Context: an optimization exercise on an open-source flow, tuned for a short achievable clock period and few clock cycles. The choices shown serve that exercise and are no tape-out recipe.
The RTL was checked by simulation tests, not by an equivalence proof against the original design.
Power is estimated from default activity; no workload was simulated.

$ cat run.sh
#!/bin/bash
# synth_recipe.tcl (not shown) runs the flow's synth.tcl, then flattens the netlist and writes it again
# the make line also repeats each setting of config.mk as NAME=value (left out here)
make -C /OpenROAD-flow-scripts/flow DESIGN_CONFIG=/design/flow/config.mk WORK_HOME=/design/flow/orfs CLKGATE_MAP_FILE= SYNTH_SCRIPT=/design/flow/synth_recipe.tcl finish
$ cat config.mk
export PLATFORM = sky130hd
export DESIGN_NAME = PipelinedProcessor
export DESIGN_NICKNAME = PipelinedProcessor
export VERILOG_FILES = /design/flow/design.v
export SDC_FILE = /design/flow/constraint.sdc
export NUM_CORES = 4
export LEC_CHECK = 0
export CAP_MARGIN = 20
export CORE_MARGIN = 2
export CORE_UTILIZATION = 40
export SLEW_MARGIN = 20
$ cat constraint.sdc
create_clock -name core_clock -period 5.5 [get_ports {clk}]
set_input_delay 1.1000 -clock core_clock [delete_from_list [all_inputs] [get_ports {clk}]]
set_output_delay 1.1000 -clock core_clock [all_outputs]
set_load 0.01 [all_outputs]
$ cat design.v
module ALU (
    input [1:0] ctrl,
    input [7:0] in_1,
    input [7:0] in_2,
    output reg [7:0] out,
    output zero
);
    assign zero = (out == 0);
    always @(*) begin
        case (ctrl)
            0: out = in_1 & in_2;
            1: out = in_1 | in_2;
            2: out = in_1 + in_2;
            3: out = in_1 - in_2;
        endcase
    end
endmodule
module Mux2 (
    input select,
    input [7:0] in_1,
    input [7:0] in_2,
    output reg [7:0] out
);
    always @(*) begin
        case (select)
            0: out = in_1;
            1: out = in_2;
        endcase
    end
endmodule
module Mux4 (
    input [1:0] select,
    input [7:0] in_1,
    input [7:0] in_2,
    input [7:0] in_3,
    input [7:0] in_4,
    output reg [7:0] out
);
    always @(*) begin
        case (select)
            2'b00: out = in_1;
            2'b01: out = in_2;
            2'b10: out = in_3;
            2'b11: out = in_4;
        endcase
    end
endmodule
module Decoder (
    input [31:0] inst,
    output reg reg_write_enable,
    output reg [4:0] reg_read_addr_1,
    output reg [4:0] reg_read_addr_2,
    output reg [4:0] reg_write_addr,
    output reg data_write_enable,
    output reg [4:0] data_read_addr,
    output reg [4:0] data_write_addr,
    output reg [1:0] alu_ctrl,
    output reg reg_write_select,
    output reg branch,
    output reg [4:0] branch_offset
);
    always @(inst) begin
        casex ({inst[31:25], inst[14:12], inst[6:0]})
            17'bXXXXXXX_011_0000011: begin  
                reg_write_enable = 1'b1;
                reg_read_addr_1 = 5'b00000;
                reg_read_addr_2 = 5'b00000;
                reg_write_addr = inst[11:7];
                data_write_enable = 1'b0;
                data_read_addr = inst[19:15] + inst[24:20];
                data_write_addr = 5'b00000;
                alu_ctrl = 2'b00;
                reg_write_select = 1'b0;
                branch = 1'b0;
                branch_offset = 5'b00000;
            end
            17'bXXXXXXX_011_0100011: begin  
                reg_write_enable = 1'b0;
                reg_read_addr_1 = inst[24:20];
                reg_read_addr_2 = 5'b00000;  
                reg_write_addr = 5'b00000;
                data_write_enable = 1'b1;
                data_read_addr = 5'b00000;
                data_write_addr = inst[19:15] + inst[11:7];
                alu_ctrl = 2'b00;
                reg_write_select = 1'b0;
                branch = 1'b0;
                branch_offset = 5'b00000;
            end
            17'b0000000_111_0110011: begin  
                reg_write_enable = 1'b1;
                reg_read_addr_1 = inst[19:15];
                reg_read_addr_2 = inst[24:20];
                reg_write_addr = inst[11:7];
                data_write_enable = 1'b0;
                data_read_addr = 5'b00000;
                data_write_addr = 5'b00000;
                alu_ctrl = 2'b00;
                reg_write_select = 1'b1;
                branch = 1'b0;
                branch_offset = 5'b00000;
            end
            17'b0000000_110_0110011: begin  
                reg_write_enable = 1'b1;
                reg_read_addr_1 = inst[19:15];
                reg_read_addr_2 = inst[24:20];
                reg_write_addr = inst[11:7];
                data_write_enable = 1'b0;
                data_read_addr = 5'b00000;
                data_write_addr = 5'b00000;
                alu_ctrl = 2'b01;
                reg_write_select = 1'b1;
                branch = 1'b0;
                branch_offset = 5'b00000;
            end
            17'b0000000_000_0110011: begin  
                reg_write_enable = 1'b1;
                reg_read_addr_1 = inst[19:15];
                reg_read_addr_2 = inst[24:20];
                reg_write_addr = inst[11:7];
                data_write_enable = 1'b0;
                data_read_addr = 5'b00000;
                data_write_addr = 5'b00000;
                alu_ctrl = 2'b10;
                reg_write_select = 1'b1;
                branch = 1'b0;
                branch_offset = 5'b00000;
            end
            17'b0100000_000_0110011: begin  
                reg_write_enable = 1'b1;
                reg_read_addr_1 = inst[19:15];
                reg_read_addr_2 = inst[24:20];
                reg_write_addr = inst[11:7];
                data_write_enable = 1'b0;
                data_read_addr = 5'b00000;
                data_write_addr = 5'b00000;
                alu_ctrl = 2'b11;
                reg_write_select = 1'b1;
                branch = 1'b0;
                branch_offset = 5'b00000;
            end
            17'bXXXXXXX_000_1100011: begin  
                reg_write_enable = 1'b0;
                reg_read_addr_1 = inst[19:15];
                reg_read_addr_2 = inst[24:20];
                reg_write_addr = 5'b00000;
                data_write_enable = 1'b0;
                data_read_addr = 5'b00000;
                data_write_addr = 5'b00000;
                alu_ctrl = 2'b11;
                reg_write_select = 1'b0;
                branch = 1'b1;
                branch_offset = {inst[25], inst[11:8]} >> 1;
            end
            default: begin
                reg_write_enable = 1'b0;
                reg_read_addr_1 = 5'b00000;
                reg_read_addr_2 = 5'b00000;
                reg_write_addr = 5'b00000;
                data_write_enable = 1'b0;
                data_read_addr = 5'b00000;
                data_write_addr = 5'b00000;
                alu_ctrl = 2'b00;
                reg_write_select = 1'b0;
                branch = 1'b0;
                branch_offset = 5'b00000;
            end
        endcase
    end
endmodule
module DataHazardCtrl (
    input clk,
    input ex_mem_reg_write_enable,
    input [4:0] ex_mem_reg_write_addr,
    input mem_wb_reg_write_enable,
    input [4:0] mem_wb_reg_write_addr,
    input wb_reg_write_enable,
    input [4:0] wb_reg_write_addr,
    input [4:0] id_ex_reg_read_addr_1,
    input [4:0] id_ex_reg_read_addr_2,
    input id_ex_reg_write_enable,
    input id_ex_reg_write_select,
    input [4:0] id_ex_reg_write_addr,
    input [31:0] if_id_inst,
    output reg [1:0] forward_1,
    output reg [1:0] forward_2,
    output reg stall
);
    always @(*) begin
        if (ex_mem_reg_write_enable
            && (ex_mem_reg_write_addr != 0)
            && (ex_mem_reg_write_addr == id_ex_reg_read_addr_1)) begin
            forward_1 = 2'b01;
        end else if (mem_wb_reg_write_enable
            && (mem_wb_reg_write_addr != 0)
            && (mem_wb_reg_write_addr == id_ex_reg_read_addr_1)) begin
            forward_1 = 2'b10;
        end else if (wb_reg_write_enable
            && (wb_reg_write_addr != 0)
            && (wb_reg_write_addr == id_ex_reg_read_addr_1)) begin
            forward_1 = 2'b11;
        end else begin
            forward_1 = 2'b00;
        end
        if (ex_mem_reg_write_enable
            && (ex_mem_reg_write_addr != 0)
            && (ex_mem_reg_write_addr == id_ex_reg_read_addr_2)) begin
            forward_2 = 2'b01;
        end else if (mem_wb_reg_write_enable
            && (mem_wb_reg_write_addr != 0)
            && (mem_wb_reg_write_addr == id_ex_reg_read_addr_2)) begin
            forward_2 = 2'b10;
        end else if (wb_reg_write_enable
            && (wb_reg_write_addr != 0)
            && (wb_reg_write_addr == id_ex_reg_read_addr_2)) begin
            forward_2 = 2'b11;
        end else begin
            forward_2 = 2'b00;
        end
        if ((id_ex_reg_write_enable && !id_ex_reg_write_select)
            && ((id_ex_reg_write_addr == if_id_inst[19:15])
            || (id_ex_reg_write_addr == if_id_inst[24:20]))) begin
            stall = 1;
        end else begin
            stall = 0;
        end
    end
endmodule
module Register (
    input clk,
    input rst,
    input write_enable,
    input [4:0] read_addr_1,
    input [4:0] read_addr_2,
    input [4:0] write_addr,
    input [7:0] write_data,
    output [7:0] read_data_1,
    output [7:0] read_data_2
);
    reg [7:0] mem [0:31];
    integer i;
    assign read_data_1 = mem[read_addr_1];
    assign read_data_2 = mem[read_addr_2];
    always @(posedge clk) begin
        if (rst) begin
            for (i = 0; i < 32; i = i + 1) begin
                mem[i] <= 0;
            end
        end else if (write_enable && (write_addr != 0)) begin
            mem[write_addr] <= write_data;
        end
    end
endmodule
module PipelinedProcessor (
    input clk,
    input rst,
    output [4:0] imem_addr,
    input [31:0] imem_data,
    output [4:0] dmem_raddr,
    input [7:0] dmem_rdata,
    output dmem_we,
    output [4:0] dmem_waddr,
    output [7:0] dmem_wdata
);
    reg [4:0] pc;
    wire [31:0] inst;
    wire reg_write_enable;
    wire [4:0] reg_read_addr_1;
    wire [4:0] reg_read_addr_2;
    wire [4:0] reg_write_addr;
    wire data_write_enable;
    wire [4:0] data_read_addr;
    wire [4:0] data_write_addr;
    wire [1:0] alu_ctrl;
    wire reg_write_select;
    wire branch;
    wire [4:0] branch_offset;
    wire [7:0] reg_read_data_1;
    wire [7:0] reg_read_data_2;
    wire [7:0] data_read_data;
    wire [7:0] alu_out;
    wire [7:0] reg_write_mux_out;
    wire zero;
    reg [4:0] if_id_pc;
    reg [31:0] if_id_inst;
    reg [4:0] id_ex_pc;
    reg [4:0] id_ex_reg_read_addr_1;
    reg [4:0] id_ex_reg_read_addr_2;
    reg [7:0] id_ex_reg_read_data_1;
    reg [7:0] id_ex_reg_read_data_2;
    reg id_ex_reg_write_enable;
    reg [4:0] id_ex_reg_write_addr;
    reg id_ex_data_write_enable;
    reg [4:0] id_ex_data_read_addr;
    reg [4:0] id_ex_data_write_addr;
    reg [1:0] id_ex_alu_ctrl;
    reg id_ex_reg_write_select;
    reg id_ex_branch;
    reg [4:0] id_ex_branch_offset;
    reg [7:0] ex_mem_reg_read_data_1;
    reg ex_mem_reg_write_enable;
    reg [4:0] ex_mem_reg_write_addr;
    reg ex_mem_data_write_enable;
    reg [4:0] ex_mem_data_read_addr;
    reg [4:0] ex_mem_data_write_addr;
    reg ex_mem_reg_write_select;
    reg [7:0] ex_mem_alu_out;
    reg mem_wb_reg_write_enable;
    reg [4:0] mem_wb_reg_write_addr;
    reg mem_wb_reg_write_select;
    reg [7:0] mem_wb_alu_out;
    reg [7:0] mem_wb_data_read_data;
    reg [7:0] wb_reg_write_mux_out;
    reg wb_reg_write_enable;
    reg [4:0] wb_reg_write_addr;
    wire [1:0] forward_1;
    wire [1:0] forward_2;
    wire stall;
    wire [7:0] alu_in_1_mux_out;
    wire [7:0] alu_in_2_mux_out;
    Decoder decoder (
        .inst(if_id_inst),
        .reg_write_enable(reg_write_enable),
        .reg_read_addr_1(reg_read_addr_1),
        .reg_read_addr_2(reg_read_addr_2),
        .reg_write_addr(reg_write_addr),
        .data_write_enable(data_write_enable),
        .data_read_addr(data_read_addr),
        .data_write_addr(data_write_addr),
        .alu_ctrl(alu_ctrl),
        .reg_write_select(reg_write_select),
        .branch(branch),
        .branch_offset(branch_offset)
    );
    assign imem_addr = pc;
    assign inst = imem_data;
    Register register (
        .clk(clk),
        .rst(rst),
        .write_enable(mem_wb_reg_write_enable),
        .read_addr_1(reg_read_addr_1),
        .read_addr_2(reg_read_addr_2),
        .write_addr(mem_wb_reg_write_addr),
        .write_data(reg_write_mux_out),
        .read_data_1(reg_read_data_1),
        .read_data_2(reg_read_data_2)
    );
    assign dmem_we = ex_mem_data_write_enable;
    assign dmem_raddr = ex_mem_data_read_addr;
    assign dmem_waddr = ex_mem_data_write_addr;
    assign dmem_wdata = ex_mem_reg_read_data_1;
    assign data_read_data = dmem_rdata;
    Mux2 reg_write_mux (
        .select(mem_wb_reg_write_select),
        .in_1(mem_wb_data_read_data),
        .in_2(mem_wb_alu_out),
        .out(reg_write_mux_out)
    );
    Mux4 alu_in_1_mux (
        .select(forward_1),
        .in_1(id_ex_reg_read_data_1),
        .in_2(ex_mem_alu_out),
        .in_3(reg_write_mux_out),
        .in_4(wb_reg_write_mux_out),
        .out(alu_in_1_mux_out)
    );
    Mux4 alu_in_2_mux (
        .select(forward_2),
        .in_1(id_ex_reg_read_data_2),
        .in_2(ex_mem_alu_out),
        .in_3(reg_write_mux_out),
        .in_4(wb_reg_write_mux_out),
        .out(alu_in_2_mux_out)
    );
    ALU alu (
        .ctrl(id_ex_alu_ctrl),
        .in_1(alu_in_1_mux_out),
        .in_2(alu_in_2_mux_out),
        .out(alu_out),
        .zero(zero)
    );
    DataHazardCtrl data_hazard_ctrl (
        .clk(clk),
        .ex_mem_reg_write_enable(ex_mem_reg_write_enable),
        .ex_mem_reg_write_addr(ex_mem_reg_write_addr),
        .mem_wb_reg_write_enable(mem_wb_reg_write_enable),
        .mem_wb_reg_write_addr(mem_wb_reg_write_addr),
        .wb_reg_write_enable(wb_reg_write_enable),
        .wb_reg_write_addr(wb_reg_write_addr),
        .id_ex_reg_read_addr_1(id_ex_reg_read_addr_1),
        .id_ex_reg_read_addr_2(id_ex_reg_read_addr_2),
        .id_ex_reg_write_enable(id_ex_reg_write_enable),
        .id_ex_reg_write_select(id_ex_reg_write_select),
        .id_ex_reg_write_addr(id_ex_reg_write_addr),
        .if_id_inst(if_id_inst),
        .forward_1(forward_1),
        .forward_2(forward_2),
        .stall(stall)
    );
    always @(posedge clk) begin
        if (rst) begin
            pc <= 0;
            if_id_pc <= 0;
            if_id_inst <= 0;
            id_ex_pc <= 0;
            id_ex_reg_read_addr_1 <= 0;
            id_ex_reg_read_addr_2 <= 0;
            id_ex_reg_read_data_1 <= 0;
            id_ex_reg_read_data_2 <= 0;
            id_ex_reg_write_enable <= 0;
            id_ex_reg_write_addr <= 0;
            id_ex_data_write_enable <= 0;
            id_ex_data_read_addr <= 0;
            id_ex_data_write_addr <= 0;
            id_ex_alu_ctrl <= 0;
            id_ex_reg_write_select <= 0;
            id_ex_branch <= 0;
            id_ex_branch_offset <= 0;
            ex_mem_reg_read_data_1 <= 0;
            ex_mem_reg_write_enable <= 0;
            ex_mem_reg_write_addr <= 0;
            ex_mem_data_write_enable <= 0;
            ex_mem_data_read_addr <= 0;
            ex_mem_data_write_addr <= 0;
            ex_mem_reg_write_select <= 0;
            ex_mem_alu_out <= 0;
            mem_wb_reg_write_enable <= 0;
            mem_wb_reg_write_addr <= 0;
            mem_wb_reg_write_select <= 0;
            mem_wb_alu_out <= 0;
            mem_wb_data_read_data <= 0;
            wb_reg_write_mux_out <= 0;
            wb_reg_write_enable <= 0;
            wb_reg_write_addr <= 0;
        end else begin
            if (id_ex_branch & zero) begin
                pc <= id_ex_pc + id_ex_branch_offset * 2;
                if_id_pc <= 0;
                if_id_inst <= 0;
                id_ex_pc <= 0;
                id_ex_reg_read_addr_1 <= 0;
                id_ex_reg_read_addr_2 <= 0;
                id_ex_reg_read_data_1 <= 0;
                id_ex_reg_read_data_2 <= 0;
                id_ex_reg_write_enable <= 0;
                id_ex_reg_write_addr <= 0;
                id_ex_data_write_enable <= 0;
                id_ex_data_read_addr <= 0;
                id_ex_data_write_addr <= 0;
                id_ex_alu_ctrl <= 0;
                id_ex_reg_write_select <= 0;
                id_ex_branch <= 0;
                id_ex_branch_offset <= 0;
            end else if (stall) begin
                pc <= pc;
                if_id_pc <= if_id_pc;
                if_id_inst <= if_id_inst;
                id_ex_pc <= 0;
                id_ex_reg_read_addr_1 <= 0;
                id_ex_reg_read_addr_2 <= 0;
                id_ex_reg_read_data_1 <= 0;
                id_ex_reg_read_data_2 <= 0;
                id_ex_reg_write_enable <= 0;
                id_ex_reg_write_addr <= 0;
                id_ex_data_write_enable <= 0;
                id_ex_data_read_addr <= 0;
                id_ex_data_write_addr <= 0;
                id_ex_alu_ctrl <= 0;
                id_ex_reg_write_select <= 0;
                id_ex_branch <= 0;
                id_ex_branch_offset <= 0;
            end else begin
                pc <= pc + 1;
                if_id_pc <= pc;
                if_id_inst <= inst;
                id_ex_pc <= if_id_pc;
                id_ex_reg_read_addr_1 <= reg_read_addr_1;
                id_ex_reg_read_addr_2 <= reg_read_addr_2;
                id_ex_reg_read_data_1 <= reg_read_data_1;
                id_ex_reg_read_data_2 <= reg_read_data_2;
                id_ex_reg_write_enable <= reg_write_enable;
                id_ex_reg_write_addr <= reg_write_addr;
                id_ex_data_write_enable <= data_write_enable;
                id_ex_data_read_addr <= data_read_addr;
                id_ex_data_write_addr <= data_write_addr;
                id_ex_alu_ctrl <= alu_ctrl;
                id_ex_reg_write_select <= reg_write_select;
                id_ex_branch <= branch;
                id_ex_branch_offset <= branch_offset;
            end
            ex_mem_reg_read_data_1 <= alu_in_1_mux_out;  
            ex_mem_reg_write_enable <= id_ex_reg_write_enable;
            ex_mem_reg_write_addr <= id_ex_reg_write_addr;
            ex_mem_data_write_enable <= id_ex_data_write_enable;
            ex_mem_data_read_addr <= id_ex_data_read_addr;
            ex_mem_data_write_addr <= id_ex_data_write_addr;
            ex_mem_reg_write_select <= id_ex_reg_write_select;
            ex_mem_alu_out <= alu_out;
            mem_wb_reg_write_enable <= ex_mem_reg_write_enable;
            mem_wb_reg_write_addr <= ex_mem_reg_write_addr;
            mem_wb_reg_write_select <= ex_mem_reg_write_select;
            mem_wb_alu_out <= ex_mem_alu_out;
            mem_wb_data_read_data <= data_read_data;
            wb_reg_write_mux_out <= reg_write_mux_out;
            wb_reg_write_enable <= mem_wb_reg_write_enable;
            wb_reg_write_addr <= mem_wb_reg_write_addr;
        end
    end
endmodule
==> impl_results.md <==
- Status: no timing/DRC/antenna violations
- Remaining routing DRC violations: 0
- Post-CTS setup buffer count: 0
- Most Crowded Layer GR: met2
- Mapped Cells: 2166
- Internal: 5.45 mW
- Max Freq: 193 MHz
- Fill count: 5024
- WP data required: 5.96 ns
- Synth warn: 7
- Synth Area per Inst: 10.1 sq um
- Crit-path max cell delay: 0.59 ns
- Vias per cell: 5.85
- Critical Path AT: 5.63 ns
- Met3 Track Usage GR: 0.0351
- Largest net degree at the start of global routing: 99
- Core box area: 54000 sq um
- Worst Setup Start Kind: flop
- Clock latency on the worst-skew pair: 0.59 ns
- P_sw: 1.71 mW
- Clock Path Buffers: 3
- CTS Buf Count: 45
- Largest family of logic cells by synthesized area: simple AND/OR/NAND/NOR gates
- Row cnt: 85
- Max-slew headroom: 0.192
- Remaining antenna violation count: 0
- CTS tree: done
- Placer congestion estimate: 0.905
- # IOs: 66
- Clk root buf: clkbuf_16
- Mux contribution to synthesized area: 0.126
- Leak: 9.04 nW
- Grt met1 use: 0.309
- Min-Delay Path Class: flop to flop
- Gr ovfl total: 0
- Crit. End Element: flop
- H-tree Lvls: 2
- Multi-input gate area: 10300 sq um
- Mapped Area: 21900 sq um
- Count of final setup violators: 0
- Combinational power share: 0.077
- Synth Area in Compound Gates: 0.0975
- Clock sink total: 425
- Number of global-route vias before repair: 16900
- Crit-path cells: or4_1 > o21a_1 > and3_1 > or3_1 > a31oi_4 > ha_1 > nand2_1 > o21ai_1 > xor2_1 > ha_1 > nand3_1 > a21oi_1 > a2111oi_2 > buf_4 > o21ai_0 > a21o_1 > o211ai_1 > o2bb2ai_1 > a21oi_4 > buf_12 > buf_12 > nor4_1
- Die W: 238 um
- DR pass1 iterations: 6
- Power Dens Cells: 286 nW/um^2
- Slew @ Worst Pin: 1.21 ns
- Share of layout cells above drive strength 1: 0.119
- Synth Register Bits: 425
- XOR/XNOR Fraction of Synth Area: 0.0256
- Top post-synthesis cells by area: edfxtp_1, dfxtp_1, mux2i_1, nor2_1, nand2_1
- Clk pwr share: 0.425
- Post-synthesis cell type count: 76
- Tmin final: 5.17 ns
- Chip Height: 238 um
- Initial antenna violation count: 1
- Register Area: 11100 sq um
- Routed WL: 67.8 mm
- DRT iter0 DRCs: 1714
- Final Max Tran Viols: 0
- GRT met2 Usage: 0.396
- Setup total negative slack: 0 ns
- Die area: 56700 sq um
- Critical path class: flop to flop
- Area Growth Syn to Fin: 14.3%
- CP max-delay cell: or4_1
- Detailed-placement wirelength estimate: 45.5 mm
- DR vias: 17000
- Synth Area in Simple Gates: 0.191
- Final Core Density: 0.464
- EDFF count, synth: 256
- Maximum fanout along the worst path: 28
- Sw Ratio: 0.238
- Max Cap Violations: 0
- Finished Layout Cells: 2913
- VDD IR max: 0.000235 V
- Yosys top cell by area: edfxtp_1
- Placed insts: 2830
- Worst-path clk slew: 0.06 ns
- Count leader, synth: nor2_1
- Commonest cells post-synth: nor2_1, edfxtp_1, nand2_1
- Yosys top cell area share: 0.351
- Initial Util: 0.406
- Total GRT Usage: 0.237
- Adder-Cell Fraction of Synth Area: 0.0176
- Worst Skew: 0.0161 ns
- Part of the power in registers: 0.498
- Final Hold Vio Count: 0
- Final net count: 2250
- Port Buffers: 65
- First-pass GRT wire length: 103 mm
- Async set or reset register ratio after synthesis: 0
- Wire per inst: 23.3 um
- Post-synthesis sequential area ratio: 0.505
- Tcrit/Tclk final: 0.940
- N_diodes: 0
- Ys flop type: edfxtp_1
[repair_timing]
| item | CTS | global route |
|---|---|---|
| endpoints found under the setup margin | 0 | 98 |
| gates resized for setup | 0 | 10 |
| hold buffers | 0 | 0 |
[power by group through the flow]
| stage | Clock [mW] | Sequential, mW | Combinational, mW |
|---|---|---|---|
| detailed placement | 0 | 3.63 | 0.544 |
| global route | 3.21 | 3.57 | 0.601 |
| finish | 3.04 | 3.56 | 0.555 |
| floorplan | 0 | 3.58 | 0.360 |
| global placement | 0 | 3.62 | 0.538 |
| CTS | 3.08 | 3.56 | 0.548 |
[kinds of logic (layout without fill, tap and decap cells)]
kind of cell	count (synthesis)	after routing
adders and majority gates	29	29
other	1	8
buffers and inverters	197	241
xor gates and xnor gates	64	64
AOI/OAI and AO/OA	316	316
muxes	246	246
DFF	425	425
and+or+nand+nor	888	888
[per-layer routing]
layer	vias up	part of all wire
li1	7875	-
met1	8336	0.41
met2	683	0.47
met3	152	0.071
met4	2	0.042
met5	-	0.00022
[state kept, by name, summed over array words and instances, names as in the netlist, 8 cells and up]
signal,cells
register.mem,256
if_id_inst,32
ex_mem_alu_out,8
ex_mem_reg_read_data_1,8
id_ex_reg_read_data_1,8
id_ex_reg_read_data_2,8
mem_wb_alu_out,8
mem_wb_data_read_data,8
wb_reg_write_mux_out,8
[cell usage in the layout, fill, tap and decap left out, types with 64 or more instances in the layout]
master / n
mux2i_1: 147
dfxtp_1: 167
clkdlybuf4s50_1: 64
a21oi_1: 64
o21ai_0: 66
nor3_1: 74
nand2_1: 225
nor2b_1: 67
nor2_1: 296
mux2_2: 70
edfxtp_1: 256
[worst max-delay path, delay by kind of cell (launching register included)]
family	cells	cell delay [ns]
simple gates	6	1.70
flops	1	0.34
xor+xnor	1	0.16
compound gates	10	1.82
fa+ha+maj	2	0.50
buf+inv	3	0.50
[cell type report]
class / count / share of cell area
clock inverter: 17 / 0.00564
timing repair buffer: 133 / 0.0502
inverter: 26 / 0.00390
sequential: 425 / 0.442
tap: 696 / 0.0348
multi-input combinational: 1551 / 0.411
clock buffer: 65 / 0.0524
[stage by stage]
step	cell area, sq um	hold WS (ns)	setup WS [ns]	power [mW]
after floorplan	21900	0.414	0.380	3.94
after global placement	23500	0.431	0.181	4.16
after detailed placement	23500	0.426	0.190	4.17
after CTS	25000	0.440	0.172	7.19
after global routing	25100	0.449	-0.0000893	7.39
final	25100	0.438	0.330	7.16
[worst paths after layout]
path | startpoint | to | slack, ns | cells after the start
worst min register to register | id_ex_data_write_enable | ex_mem_data_write_enable | 0.44 | 1
worst max register to register | wb_reg_write_addr[1] | id_ex_reg_read_data_2[1] | 0.33 | 22
worst min-delay path | id_ex_data_write_enable | ex_mem_data_write_enable | 0.44 | 1
worst max-delay path | wb_reg_write_addr[1] | id_ex_reg_read_data_2[1] | 0.33 | 22
Testbench counts, summed over its fixed seeds: cycles 26,351.

==> afterwards: timing with drivers on the ports <==
No port has a modelled driver above. Below, the same layout with a new extraction and two added sets of constraints. Step 1 sets driving cells, clkbuf_16 on the clock port and buf_2 on the other inputs (assumed; they add their load-dependent delay and slew). Step 2 adds t to the input delays and takes it off the output delays; t is the mean of the earliest and latest rising clock arrival at the registers after step 1. Input paths then give back, and output paths get back, about the clock's delay inside the block. Slacks: no drivers / after step 1 / after step 2; pairs: no drivers / after step 1.
t (ns): 0.639
setup slack, ns: 0.330 / 0.330 / 0.330
worst hold slack (ns): 0.438 / 0.438 / 0.438
worst register clock-pin slew, ns: 0.07 / 0.07
After both steps this run still meets setup and hold. The setup slack of this run moves by 0.000 ns with the drivers and by 0.000 ns with both steps.
